Background: an optimization exercise with open tools, aiming at small area and a short achievable clock period. Do not read the settings as production practice. Where RTL was checked, it was by simulation tests only, not by an equivalence proof against the original. No driver is modelled on the clock port, so clock power and skew are understated where the tree is cut down; a real chip needs a root buffer or a tree. Power is estimated from default activity; no workload was simulated.

==> v35 <==
Design syn_fifo, start of the top module:
module syn_fifo (
  input        clk,
  input        rst,
  input        wr_cs,
  input        rd_cs,
  input  [7:0] data_in,
  input        rd_en,
  input        wr_en,
  output [7:0] data_out,
  output       empty,
  output       full
);
wire wr = wr_cs & wr_en;
wire rd = rd_cs & rd_en;
reg        wr_q;
reg  [7:0] din_q, din_qq;
reg  [15:1] wr_lo_h;           
reg         wr_lo0_n;          
reg  [15:0] wr_hi_n;           
wire [15:0] wr_lo = {wr_lo_h, ~wr_lo0_n};
always @(posedge clk)
  if (rst)
    wr_q <= 1'b0;
  else
    wr_q <= wr;
always @(posedge clk) begin
  din_q  <= data_in;
  din_qq <= din_q;
end
always @(posedge clk)
  if (rst) begin
    wr_lo_h  <= 15'd0;
    wr_lo0_n <= 1'b0;
    wr_hi_n  <= 16'hfffe;
  end else if (wr_q) begin
    wr_lo_h  <= wr_lo[14:0];
    wr_lo0_n <= ~wr_lo[15];
    if (wr_lo[15])
      wr_hi_n  <= {wr_hi_n[14:0], wr_hi_n[15]};
  end
wire [15:0] wr_lo_nx = wr_q ? {wr_lo[14:0], wr_lo[15]} : wr_lo;
reg  [15:0] wr_en_lo_n;
always @(posedge clk)
  if (rst)
    wr_en_lo_n <= 16'hffff;
  else
  ...
clock: 4.0 ns
lec_check: 0
abc_clock_period_in_ps: 2000
cap_margin: 20
core_margin: 2
core_utilization: 70
setup_slack_margin: 2.25
slew_margin: 20
synth_memory_max_bits: 4096
standard.sh (not shown) runs the stock make flow with config.mk's settings and CLKGATE_MAP_FILE= SYNTH_SCRIPT=/design/flow/synth_recipe.tcl, a recipe that flattens the netlist after the stock synthesis.
==> flow/flow/run.sh <==
#!/bin/bash
# Own flow: the standard layout, except that
#  - the clock tree is built by flow/mcts.tcl (a shallow tree of clock
#    buffers over flip-flop clusters found by recursive bisection) instead
#    of TritonCTS,
#  - the port buffers are buf_4 (buffer_ports otherwise picks a delay
#    buffer, which is slow on the input and output paths), and
#  - sky130_fd_sc_hd__a222oi_1, which comes in one weak size only, is added
#    to the platform's don't-use list, so that synthesis does not put it on
#    paths that the resizer then cannot speed up.
# Every tool's output goes to the ORFS logs under orfs/logs; this script's
# own output goes to run.log.
set -euo pipefail
cd "$(dirname "$0")/.."
exec > >(tee run.log) 2>&1
DU="sky130_fd_sc_hd__probe_p_8 sky130_fd_sc_hd__probec_p_8 sky130_fd_sc_hd__lpflow_bleeder_1 sky130_fd_sc_hd__lpflow_clkbufkapwr_1 sky130_fd_sc_hd__lpflow_clkbufkapwr_16 sky130_fd_sc_hd__lpflow_clkbufkapwr_2 sky130_fd_sc_hd__lpflow_clkbufkapwr_4 sky130_fd_sc_hd__lpflow_clkbufkapwr_8 sky130_fd_sc_hd__lpflow_clkinvkapwr_1 sky130_fd_sc_hd__lpflow_clkinvkapwr_16 sky130_fd_sc_hd__lpflow_clkinvkapwr_2 sky130_fd_sc_hd__lpflow_clkinvkapwr_4 sky130_fd_sc_hd__lpflow_clkinvkapwr_8 sky130_fd_sc_hd__lpflow_decapkapwr_12 sky130_fd_sc_hd__lpflow_decapkapwr_3 sky130_fd_sc_hd__lpflow_decapkapwr_4 sky130_fd_sc_hd__lpflow_decapkapwr_6 sky130_fd_sc_hd__lpflow_decapkapwr_8 sky130_fd_sc_hd__lpflow_inputiso0n_1 sky130_fd_sc_hd__lpflow_inputiso0p_1 sky130_fd_sc_hd__lpflow_inputiso1n_1 sky130_fd_sc_hd__lpflow_inputiso1p_1 sky130_fd_sc_hd__lpflow_inputisolatch_1 sky130_fd_sc_hd__lpflow_isobufsrc_1 sky130_fd_sc_hd__lpflow_isobufsrc_16 sky130_fd_sc_hd__lpflow_isobufsrc_2 sky130_fd_sc_hd__lpflow_isobufsrc_4 sky130_fd_sc_hd__lpflow_isobufsrc_8 sky130_fd_sc_hd__lpflow_isobufsrckapwr_16 sky130_fd_sc_hd__lpflow_lsbuf_lh_hl_isowell_tap_1 sky130_fd_sc_hd__lpflow_lsbuf_lh_hl_isowell_tap_2 sky130_fd_sc_hd__lpflow_lsbuf_lh_hl_isowell_tap_4 sky130_fd_sc_hd__lpflow_lsbuf_lh_isowell_4 sky130_fd_sc_hd__lpflow_lsbuf_lh_isowell_tap_1 sky130_fd_sc_hd__lpflow_lsbuf_lh_isowell_tap_2 sky130_fd_sc_hd__lpflow_lsbuf_lh_isowell_tap_4 sky130_fd_sc_hd__a222oi_1"
bash standard.sh DONT_USE_CELLS="$DU" PRE_CTS_TCL="$PWD/flow/cts_hook.tcl" \
  BUFFER_PORTS_ARGS="-buffer_cell sky130_fd_sc_hd__buf_4" finish
Other scripts of this flow, unchanged in this note and not shown: flow/flow/cts_hook.tcl, flow/flow/mcts.tcl, flow/flow/obuf.tcl
==> inputs of v32, as changes to v35 <==
--- a/flow/design.v
+++ b/flow/design.v
@@ -1,12 +1,12 @@
 module ram_dp_ar_aw (
   input             clk,
   input      [15:0] wlo_n,      
   input      [15:0] whi_n,      
   input       [7:0] wdata,
-  input     [127:0] row_sel,    
+  input      [95:0] row_sel,    
   output reg [127:0] col_q      
 );
 reg [7:0] mem [0:255];
 genvar wi;
 generate
   for (wi = 0; wi < 256; wi = wi + 1) begin : wr_g
@@ -14,13 +14,13 @@
       if (!whi_n[wi/16] && !wlo_n[wi%16])
         mem[wi] <= wdata;
   end
 endgenerate
 integer r, c;
 function integer grp(input integer col);
-  grp = (col == 0) ? 0 : (col >= 13) ? 7 : (col + 1) / 2;
+  grp = (col == 0) ? 0 : (col + 2) / 3;
 endfunction
 reg [127:0] col_d;
 always @(*) begin
   col_d = 128'd0;
   for (c = 0; c < 16; c = c + 1)
     for (r = 0; r < 16; r = r + 1)
@@ -86,14 +86,14 @@
     rd_col_h  <= 15'd0;
     rd_col0_n <= 1'b0;
   end else begin
     rd_col_h  <= rd_col_nx[15:1];
     rd_col0_n <= ~rd_col_nx[0];
   end
-localparam NG = 8;                                      
-localparam [4*NG-1:0] GHI = {4'd15, 4'd12, 4'd10, 4'd8, 4'd6, 4'd4, 4'd2, 4'd0};
+localparam NG = 6;                                      
+localparam [4*NG-1:0] GHI = {4'd15, 4'd12, 4'd9, 4'd6, 4'd3, 4'd0};  
 reg  [15:1] rd_rows_h [0:NG-1];
 reg  [NG-1:0] rd_rows0_n;
 wire [16*NG-1:0] rd_rows;
 genvar gg;
 generate
   for (gg = 0; gg < NG; gg = gg + 1) begin : ring_g
@@ -106,16 +106,13 @@
       end else if (rd && rd_col[GHI[4*gg +: 4]]) begin
         rd_rows_h[gg]  <= cur[14:0];
         rd_rows0_n[gg] <= ~cur[15];
       end
   end
 endgenerate
-reg  [15:1] cnt_lo_h, cnt_hi_h;
-reg         cnt_lo0_n, cnt_hi0_n;
-wire [15:0] cnt_lo = {cnt_lo_h, ~cnt_lo0_n};
-wire [15:0] cnt_hi = {cnt_hi_h, ~cnt_hi0_n};
+reg  [15:0] cnt_lo, cnt_hi;
 reg        not_empty, is1, is2, is254, is255;
 reg        empty_r, full_r;      
 reg        byp1, byp2;     
 wire       inc = wr & ~rd;
 wire       dec = rd & ~wr;
 wire       cnt_is3   = cnt_hi[0]  & cnt_lo[3];
@@ -123,21 +120,17 @@
 wire [15:0] cnt_lo_nx = inc ? {cnt_lo[14:0], cnt_lo[15]} :
                         dec ? {cnt_lo[0], cnt_lo[15:1]} : cnt_lo;
 wire [15:0] cnt_hi_nx = (inc & cnt_lo[15]) ? {cnt_hi[14:0], cnt_hi[15]} :
                         (dec & cnt_lo[0])  ? {cnt_hi[0], cnt_hi[15:1]} : cnt_hi;
 always @(posedge clk)
   if (rst) begin
-    cnt_lo_h  <= 15'd0;
-    cnt_lo0_n <= 1'b0;
-    cnt_hi_h  <= 15'd0;
-    cnt_hi0_n <= 1'b0;
-  end else begin
-    cnt_lo_h  <= cnt_lo_nx[15:1];
-    cnt_lo0_n <= ~cnt_lo_nx[0];
-    cnt_hi_h  <= cnt_hi_nx[15:1];
-    cnt_hi0_n <= ~cnt_hi_nx[0];
+    cnt_lo <= 16'd1;
+    cnt_hi <= 16'd1;
+  end else begin
+    cnt_lo <= cnt_lo_nx;
+    cnt_hi <= cnt_hi_nx;
   end
 always @(posedge clk)
   if (rst) begin
     not_empty  <= 1'b0;
     is1        <= 1'b0;
     is2        <= 1'b0;
==> flow/flow/run.sh (replaced) <==
#!/bin/bash
# Own flow: the standard layout, except that
#  - the clock tree is built by flow/mcts.tcl (a shallow tree of clock
#    buffers over flip-flop clusters found by recursive bisection) instead
#    of TritonCTS, and the output port buffers are moved next to the
#    flip-flops that drive them (flow/obuf.tcl),
#  - the port buffers are buf_4 (buffer_ports otherwise picks a delay
#    buffer, which is slow on the input and output paths),
#  - after ORFS's timing repair at CTS and at global routing, a greedy sizer
#    (flow/gsize.tcl) sizes up the gates on the worst register and input
#    paths, which ORFS's repair leaves weak, and
#  - sky130_fd_sc_hd__a222oi_1, which comes in one weak size only, is added
#    to the platform's don't-use list, so that synthesis does not put it on
#    paths that the resizer then cannot speed up.
# Every tool's output goes to the ORFS logs under orfs/logs; this script's
# own output goes to run.log.
set -euo pipefail
cd "$(dirname "$0")/.."
exec > >(tee run.log) 2>&1
DU="sky130_fd_sc_hd__probe_p_8 sky130_fd_sc_hd__probec_p_8 sky130_fd_sc_hd__lpflow_bleeder_1 sky130_fd_sc_hd__lpflow_clkbufkapwr_1 sky130_fd_sc_hd__lpflow_clkbufkapwr_16 sky130_fd_sc_hd__lpflow_clkbufkapwr_2 sky130_fd_sc_hd__lpflow_clkbufkapwr_4 sky130_fd_sc_hd__lpflow_clkbufkapwr_8 sky130_fd_sc_hd__lpflow_clkinvkapwr_1 sky130_fd_sc_hd__lpflow_clkinvkapwr_16 sky130_fd_sc_hd__lpflow_clkinvkapwr_2 sky130_fd_sc_hd__lpflow_clkinvkapwr_4 sky130_fd_sc_hd__lpflow_clkinvkapwr_8 sky130_fd_sc_hd__lpflow_decapkapwr_12 sky130_fd_sc_hd__lpflow_decapkapwr_3 sky130_fd_sc_hd__lpflow_decapkapwr_4 sky130_fd_sc_hd__lpflow_decapkapwr_6 sky130_fd_sc_hd__lpflow_decapkapwr_8 sky130_fd_sc_hd__lpflow_inputiso0n_1 sky130_fd_sc_hd__lpflow_inputiso0p_1 sky130_fd_sc_hd__lpflow_inputiso1n_1 sky130_fd_sc_hd__lpflow_inputiso1p_1 sky130_fd_sc_hd__lpflow_inputisolatch_1 sky130_fd_sc_hd__lpflow_isobufsrc_1 sky130_fd_sc_hd__lpflow_isobufsrc_16 sky130_fd_sc_hd__lpflow_isobufsrc_2 sky130_fd_sc_hd__lpflow_isobufsrc_4 sky130_fd_sc_hd__lpflow_isobufsrc_8 sky130_fd_sc_hd__lpflow_isobufsrckapwr_16 sky130_fd_sc_hd__lpflow_lsbuf_lh_hl_isowell_tap_1 sky130_fd_sc_hd__lpflow_lsbuf_lh_hl_isowell_tap_2 sky130_fd_sc_hd__lpflow_lsbuf_lh_hl_isowell_tap_4 sky130_fd_sc_hd__lpflow_lsbuf_lh_isowell_4 sky130_fd_sc_hd__lpflow_lsbuf_lh_isowell_tap_1 sky130_fd_sc_hd__lpflow_lsbuf_lh_isowell_tap_2 sky130_fd_sc_hd__lpflow_lsbuf_lh_isowell_tap_4 sky130_fd_sc_hd__a222oi_1"
bash standard.sh DONT_USE_CELLS="$DU" PRE_CTS_TCL="$PWD/flow/cts_hook.tcl" \
  POST_CTS_TCL="$PWD/flow/post_cts_hook.tcl" \
  POST_GLOBAL_ROUTE_TCL="$PWD/flow/post_grt_hook.tcl" \
  BUFFER_PORTS_ARGS="-buffer_cell sky130_fd_sc_hd__buf_4" finish
==> flow/flow/gsize.tcl (new file) <==
# Greedy gate sizing: repeatedly take the worst register or input endpoint
# whose slack is below target and try each larger drive strength of each
# gate or flip-flop on its worst path, keeping the swap that helps that
# endpoint most without making the worst slack of the design worse.
# Output ports are left out (their paths hold no gate to size).
proc gsize_sizes {ref} {
  if {![regexp {^(sky130_fd_sc_hd__\w+)_(\d+)$} $ref -> base sz]} { return {} }
  if {[regexp {clkbuf|clkinv|edfxtp|a222oi|dly|conb} $base]} { return {} }
  set out {}
  foreach n {2 4 6 8 12 16} {
    if {$n > $sz && [llength [get_lib_cells -quiet */${base}_$n]]} { lappend out ${base}_$n }
  }
  return $out
}
proc gsize_wns {} {
  # worst slack over register and input endpoints, output ports left out
  set w 1e9
  foreach pe [find_timing_paths -path_delay max -group_path_count 20 -endpoint_path_count 1 -sort_by_slack] {
    if {[get_property [get_property $pe endpoint] direction] eq "output"} { continue }
    set w [get_property $pe slack]
    break
  }
  return $w
}
proc gsize_est {} {
  if {$::gsize_mode eq "grt"} { estimate_parasitics -global_routing } else { estimate_parasitics -placement }
}
proc gsize {target iters {mode placement}} {
  set ::gsize_mode $mode
  set skip {}
  set nsw 0
  for {set it 0} {$it < $iters} {incr it} {
    set pe ""
    foreach p [find_timing_paths -path_delay max -group_path_count 200 -endpoint_path_count 1 -sort_by_slack] {
      set ep [get_property $p endpoint]
      if {[get_property $ep direction] eq "output"} { continue }
      if {[get_property $p slack] >= $target} { break }
      if {[lsearch -exact $skip [get_full_name $ep]] >= 0} { continue }
      set pe $p
      break
    }
    if {$pe eq ""} { break }
    set ep [get_property $pe endpoint]
    set epn [get_full_name $ep]
    set s0 [get_property $pe slack]
    # take all from the path before any other timing query frees it
    set insts {}
    foreach pt [get_property $pe points] {
      set c [get_cells -of_objects [get_property $pt pin]]
      set cn [get_full_name $c]
      if {[lsearch -exact $insts $cn] < 0 && ![string match ctsbuf_* $cn]} { lappend insts $cn }
    }
    set w0 [gsize_wns]
    set best ""; set bests $s0
    foreach cn $insts {
      set ref [get_property [get_cells $cn] ref_name]
      foreach cand [gsize_sizes $ref] {
        replace_cell $cn $cand
        gsize_est
        set s [get_property [get_pins $epn] slack_max]
        if {$s > $bests + 0.003 && [gsize_wns] >= min($w0, $s0) - 1e-4} { set bests $s; set best [list $cn $cand] }
        replace_cell $cn $ref
      }
    }
    if {$best eq ""} {
      lappend skip $epn
    } else {
      replace_cell {*}$best
      incr nsw
    }
    gsize_est
  }
  puts "gsize: $nsw swaps, [llength $skip] endpoints left as they were, worst slack [gsize_wns]"
}
==> flow/flow/post_cts_hook.tcl (new file) <==
# POST_CTS_TCL hook: after ORFS's own timing repair, size up the gates on
# the worst register and input paths (flow/gsize.tcl), then legalise.
source [file join [file dirname [info script]] gsize.tcl]
gsize 2.18 400
detailed_placement
==> flow/flow/post_grt_hook.tcl (new file) <==
# POST_GLOBAL_ROUTE_TCL hook: the same sizing with global-route parasitics,
# then legalise and update the global routes of the nets it touched.
source [file join [file dirname [info script]] gsize.tcl]
global_route -start_incremental
gsize 2.18 400 grt
detailed_placement
global_route -end_incremental
estimate_parasitics -global_routing
ABC_CLOCK_PERIOD_IN_PS = not set   (was 2000)
CORE_UTILIZATION = 75   (was 70)
==> inputs of v10, as changes to v35 <==
--- a/flow/design.v
+++ b/flow/design.v
@@ -1,26 +1,26 @@
 module ram_dp_ar_aw (
   input             clk,
-  input      [15:0] wlo_n,      
-  input      [15:0] whi_n,      
+  input      [15:0] wlo,        
+  input      [15:0] whi,        
   input       [7:0] wdata,
-  input     [127:0] row_sel,    
+  input      [63:0] row_sel,    
   output reg [127:0] col_q      
 );
 reg [7:0] mem [0:255];
 genvar wi;
 generate
   for (wi = 0; wi < 256; wi = wi + 1) begin : wr_g
     always @(posedge clk)
-      if (!whi_n[wi/16] && !wlo_n[wi%16])
+      if (whi[wi/16] && wlo[wi%16])
         mem[wi] <= wdata;
   end
 endgenerate
 integer r, c;
 function integer grp(input integer col);
-  grp = (col == 0) ? 0 : (col >= 13) ? 7 : (col + 1) / 2;
+  grp = (col == 0) ? 0 : (col <= 5) ? 1 : (col <= 10) ? 2 : 3;
 endfunction
 reg [127:0] col_d;
 always @(*) begin
   col_d = 128'd0;
   for (c = 0; c < 16; c = c + 1)
     for (r = 0; r < 16; r = r + 1)
@@ -45,14 +45,16 @@
 wire wr = wr_cs & wr_en;
 wire rd = rd_cs & rd_en;
 reg        wr_q;
 reg  [7:0] din_q, din_qq;
 reg  [15:1] wr_lo_h;           
 reg         wr_lo0_n;          
-reg  [15:0] wr_hi_n;           
+reg  [15:1] wr_hi_h;           
+reg         wr_hi0_n;
 wire [15:0] wr_lo = {wr_lo_h, ~wr_lo0_n};
+wire [15:0] wr_hi = {wr_hi_h, ~wr_hi0_n};
 always @(posedge clk)
   if (rst)
     wr_q <= 1'b0;
   else
     wr_q <= wr;
 always @(posedge clk) begin
@@ -60,46 +62,48 @@
   din_qq <= din_q;
 end
 always @(posedge clk)
   if (rst) begin
     wr_lo_h  <= 15'd0;
     wr_lo0_n <= 1'b0;
-    wr_hi_n  <= 16'hfffe;
+    wr_hi_h  <= 15'd0;
+    wr_hi0_n <= 1'b0;
   end else if (wr_q) begin
     wr_lo_h  <= wr_lo[14:0];
     wr_lo0_n <= ~wr_lo[15];
-    if (wr_lo[15])
-      wr_hi_n  <= {wr_hi_n[14:0], wr_hi_n[15]};
+    if (wr_lo[15]) begin
+      wr_hi_h  <= wr_hi[14:0];
+      wr_hi0_n <= ~wr_hi[15];
+    end
   end
 wire [15:0] wr_lo_nx = wr_q ? {wr_lo[14:0], wr_lo[15]} : wr_lo;
-reg  [15:0] wr_en_lo_n;
+reg  [15:0] wr_en_lo;
 always @(posedge clk)
   if (rst)
-    wr_en_lo_n <= 16'hffff;
+    wr_en_lo <= 16'd0;
   else
-    wr_en_lo_n <= wr ? ~wr_lo_nx : 16'hffff;
+    wr_en_lo <= wr ? wr_lo_nx : 16'd0;
 reg  [15:1] rd_col_h;
 reg         rd_col0_n;
 wire [15:0] rd_col = {rd_col_h, ~rd_col0_n};
 wire [15:0] rd_col_nx = rd ? {rd_col[14:0], rd_col[15]} : rd_col;
 always @(posedge clk)
   if (rst) begin
     rd_col_h  <= 15'd0;
     rd_col0_n <= 1'b0;
   end else begin
     rd_col_h  <= rd_col_nx[15:1];
     rd_col0_n <= ~rd_col_nx[0];
   end
-localparam NG = 8;                                      
-localparam [4*NG-1:0] GHI = {4'd15, 4'd12, 4'd10, 4'd8, 4'd6, 4'd4, 4'd2, 4'd0};
-reg  [15:1] rd_rows_h [0:NG-1];
-reg  [NG-1:0] rd_rows0_n;
-wire [16*NG-1:0] rd_rows;
+localparam [15:0] GHI = {4'd15, 4'd10, 4'd5, 4'd0};    
+reg  [15:1] rd_rows_h [0:3];
+reg  [3:0]  rd_rows0_n;
+wire [63:0] rd_rows;
 genvar gg;
 generate
-  for (gg = 0; gg < NG; gg = gg + 1) begin : ring_g
+  for (gg = 0; gg < 4; gg = gg + 1) begin : ring_g
     wire [15:0] cur = {rd_rows_h[gg], ~rd_rows0_n[gg]};
     assign rd_rows[16*gg +: 16] = cur;
     always @(posedge clk)
       if (rst) begin
         rd_rows_h[gg]  <= 15'd0;
         rd_rows0_n[gg] <= 1'b0;
@@ -208,13 +212,13 @@
     data_out_r  <= rd ? head : ~data_keep_n;
     data_keep_n <= rd ? ~head : data_keep_n;
   end
 assign data_out = data_out_r;
 ram_dp_ar_aw DP_RAM (
   .clk      (clk),
-  .wlo_n    (wr_en_lo_n),
-  .whi_n    (wr_hi_n),
+  .wlo      (wr_en_lo),
+  .whi      (wr_hi),
   .wdata    (din_q),
   .row_sel  (rd_rows),
   .col_q    (col_q)
 );
 endmodule
ABC_CLOCK_PERIOD_IN_PS = not set   (was 2000)
SETUP_SLACK_MARGIN = 2.2   (was 2.25)
SLEW_MARGIN = 88   (was 20)
==> inputs of v7, as changes to v35 <==
--- a/flow/design.v
+++ b/flow/design.v
@@ -1,12 +1,12 @@
 module ram_dp_ar_aw (
   input             clk,
   input      [15:0] wlo_n,      
   input      [15:0] whi_n,      
   input       [7:0] wdata,
-  input     [127:0] row_sel,    
+  input      [95:0] row_sel,    
   output reg [127:0] col_q      
 );
 reg [7:0] mem [0:255];
 genvar wi;
 generate
   for (wi = 0; wi < 256; wi = wi + 1) begin : wr_g
@@ -14,13 +14,13 @@
       if (!whi_n[wi/16] && !wlo_n[wi%16])
         mem[wi] <= wdata;
   end
 endgenerate
 integer r, c;
 function integer grp(input integer col);
-  grp = (col == 0) ? 0 : (col >= 13) ? 7 : (col + 1) / 2;
+  grp = (col == 0) ? 0 : (col + 2) / 3;
 endfunction
 reg [127:0] col_d;
 always @(*) begin
   col_d = 128'd0;
   for (c = 0; c < 16; c = c + 1)
     for (r = 0; r < 16; r = r + 1)
@@ -86,14 +86,14 @@
     rd_col_h  <= 15'd0;
     rd_col0_n <= 1'b0;
   end else begin
     rd_col_h  <= rd_col_nx[15:1];
     rd_col0_n <= ~rd_col_nx[0];
   end
-localparam NG = 8;                                      
-localparam [4*NG-1:0] GHI = {4'd15, 4'd12, 4'd10, 4'd8, 4'd6, 4'd4, 4'd2, 4'd0};
+localparam NG = 6;                                      
+localparam [4*NG-1:0] GHI = {4'd15, 4'd12, 4'd9, 4'd6, 4'd3, 4'd0};  
 reg  [15:1] rd_rows_h [0:NG-1];
 reg  [NG-1:0] rd_rows0_n;
 wire [16*NG-1:0] rd_rows;
 genvar gg;
 generate
   for (gg = 0; gg < NG; gg = gg + 1) begin : ring_g
@@ -106,16 +106,13 @@
       end else if (rd && rd_col[GHI[4*gg +: 4]]) begin
         rd_rows_h[gg]  <= cur[14:0];
         rd_rows0_n[gg] <= ~cur[15];
       end
   end
 endgenerate
-reg  [15:1] cnt_lo_h, cnt_hi_h;
-reg         cnt_lo0_n, cnt_hi0_n;
-wire [15:0] cnt_lo = {cnt_lo_h, ~cnt_lo0_n};
-wire [15:0] cnt_hi = {cnt_hi_h, ~cnt_hi0_n};
+reg  [15:0] cnt_lo, cnt_hi;
 reg        not_empty, is1, is2, is254, is255;
 reg        empty_r, full_r;      
 reg        byp1, byp2;     
 wire       inc = wr & ~rd;
 wire       dec = rd & ~wr;
 wire       cnt_is3   = cnt_hi[0]  & cnt_lo[3];
@@ -123,21 +120,17 @@
 wire [15:0] cnt_lo_nx = inc ? {cnt_lo[14:0], cnt_lo[15]} :
                         dec ? {cnt_lo[0], cnt_lo[15:1]} : cnt_lo;
 wire [15:0] cnt_hi_nx = (inc & cnt_lo[15]) ? {cnt_hi[14:0], cnt_hi[15]} :
                         (dec & cnt_lo[0])  ? {cnt_hi[0], cnt_hi[15:1]} : cnt_hi;
 always @(posedge clk)
   if (rst) begin
-    cnt_lo_h  <= 15'd0;
-    cnt_lo0_n <= 1'b0;
-    cnt_hi_h  <= 15'd0;
-    cnt_hi0_n <= 1'b0;
-  end else begin
-    cnt_lo_h  <= cnt_lo_nx[15:1];
-    cnt_lo0_n <= ~cnt_lo_nx[0];
-    cnt_hi_h  <= cnt_hi_nx[15:1];
-    cnt_hi0_n <= ~cnt_hi_nx[0];
+    cnt_lo <= 16'd1;
+    cnt_hi <= 16'd1;
+  end else begin
+    cnt_lo <= cnt_lo_nx;
+    cnt_hi <= cnt_hi_nx;
   end
 always @(posedge clk)
   if (rst) begin
     not_empty  <= 1'b0;
     is1        <= 1'b0;
     is2        <= 1'b0;
ABC_CLOCK_PERIOD_IN_PS = not set   (was 2000)
==> notes <==
In v35 the critical path depth is higher than in v7, by 1. In v32 the first-iteration DRC count is smaller than in v35, by 2.3%. Design area: v32 is lower than v35 (about 1.2%). Between v7 and v35, the lower synthesized cell count is in v7 (gap 3.0%, measured against v35). v10 aborted during clock tree synthesis. v35 completed without violations. v7 completed without violations. v32 passed the timing, design-rule and antenna checks. In clock power, v35 and v32 hardly differ.
==> figures <==
metric                                                                   v32                      v35                       v7                     v10
Met3 layer wire length in the routed design                        29,680 um                30,570 um                27,140 um                       -
Distinct cell type count of the synthesized netlist                       41                       48                       41                      44
Crit Reg-Reg Endpoint                                      DP_RAM.mem[78][3]       DP_RAM.mem[244][4]        DP_RAM.mem[81][5]                       -
Tap Count                                                              1,512                    1,637                    1,625                       -
Average wire length per cell after detail routing                   34.46 um                 34.38 um                 34.26 um                       -
Synth Register Bits                                                    2,425                    2,457                    2,425                   2,393
Leak Pwr                                                            28.32 nW                 28.48 nW                 28.29 nW                       -
Worst hold stages                                                          1                        1                        1                       -
Met2 layer usage reported by global route                             59.13%                   54.98%                   55.85%                       -
Status                                               complete, no violations  complete, no violations  complete, no violations  stopped before the end
Last stage reached                                                         -                        -                        -    clock tree synthesis
Number of fill cells in the layout                                     5,824                    7,340                    7,121                       -
Top routing layer in use                                                met5                     met5                     met5                       -
For v35 and v10, only the layout was checked, not whether the RTL still works. The clock cells of v35, v32 and v7 come from the design's own scripts or RTL, not from TritonCTS.

[re-timing with driven ports]
The flow's constraints put no driver on any port. The routed layouts listed below were extracted and timed again, unchanged, in two steps. Step 1, drivers: a clkbuf_16 drives clk and a buf_2 each remaining input, both assumed. Step 2 also shifts input and output timing later by t, the mid clock arrival at the registers, as if the neighbouring blocks saw the same clock. Three values: no drivers, after step 1, after step 2; two values: the first two.
run	shift t [ns]	setup WS [ns]	clock arrival spread, ns
v35	0.728	2.037 / 1.982 / 1.601	0.025 / 0.025
v32	0.722	2.152 / 1.993 / 1.617	0.032 / 0.033
v7	0.728	2.164 / 1.980 / 1.655	0.033 / 0.033
After both steps setup and hold are still met in every run listed. The setup slack of v32, which loses most, moves by -0.159 ns with the drivers and by -0.535 ns with both steps.
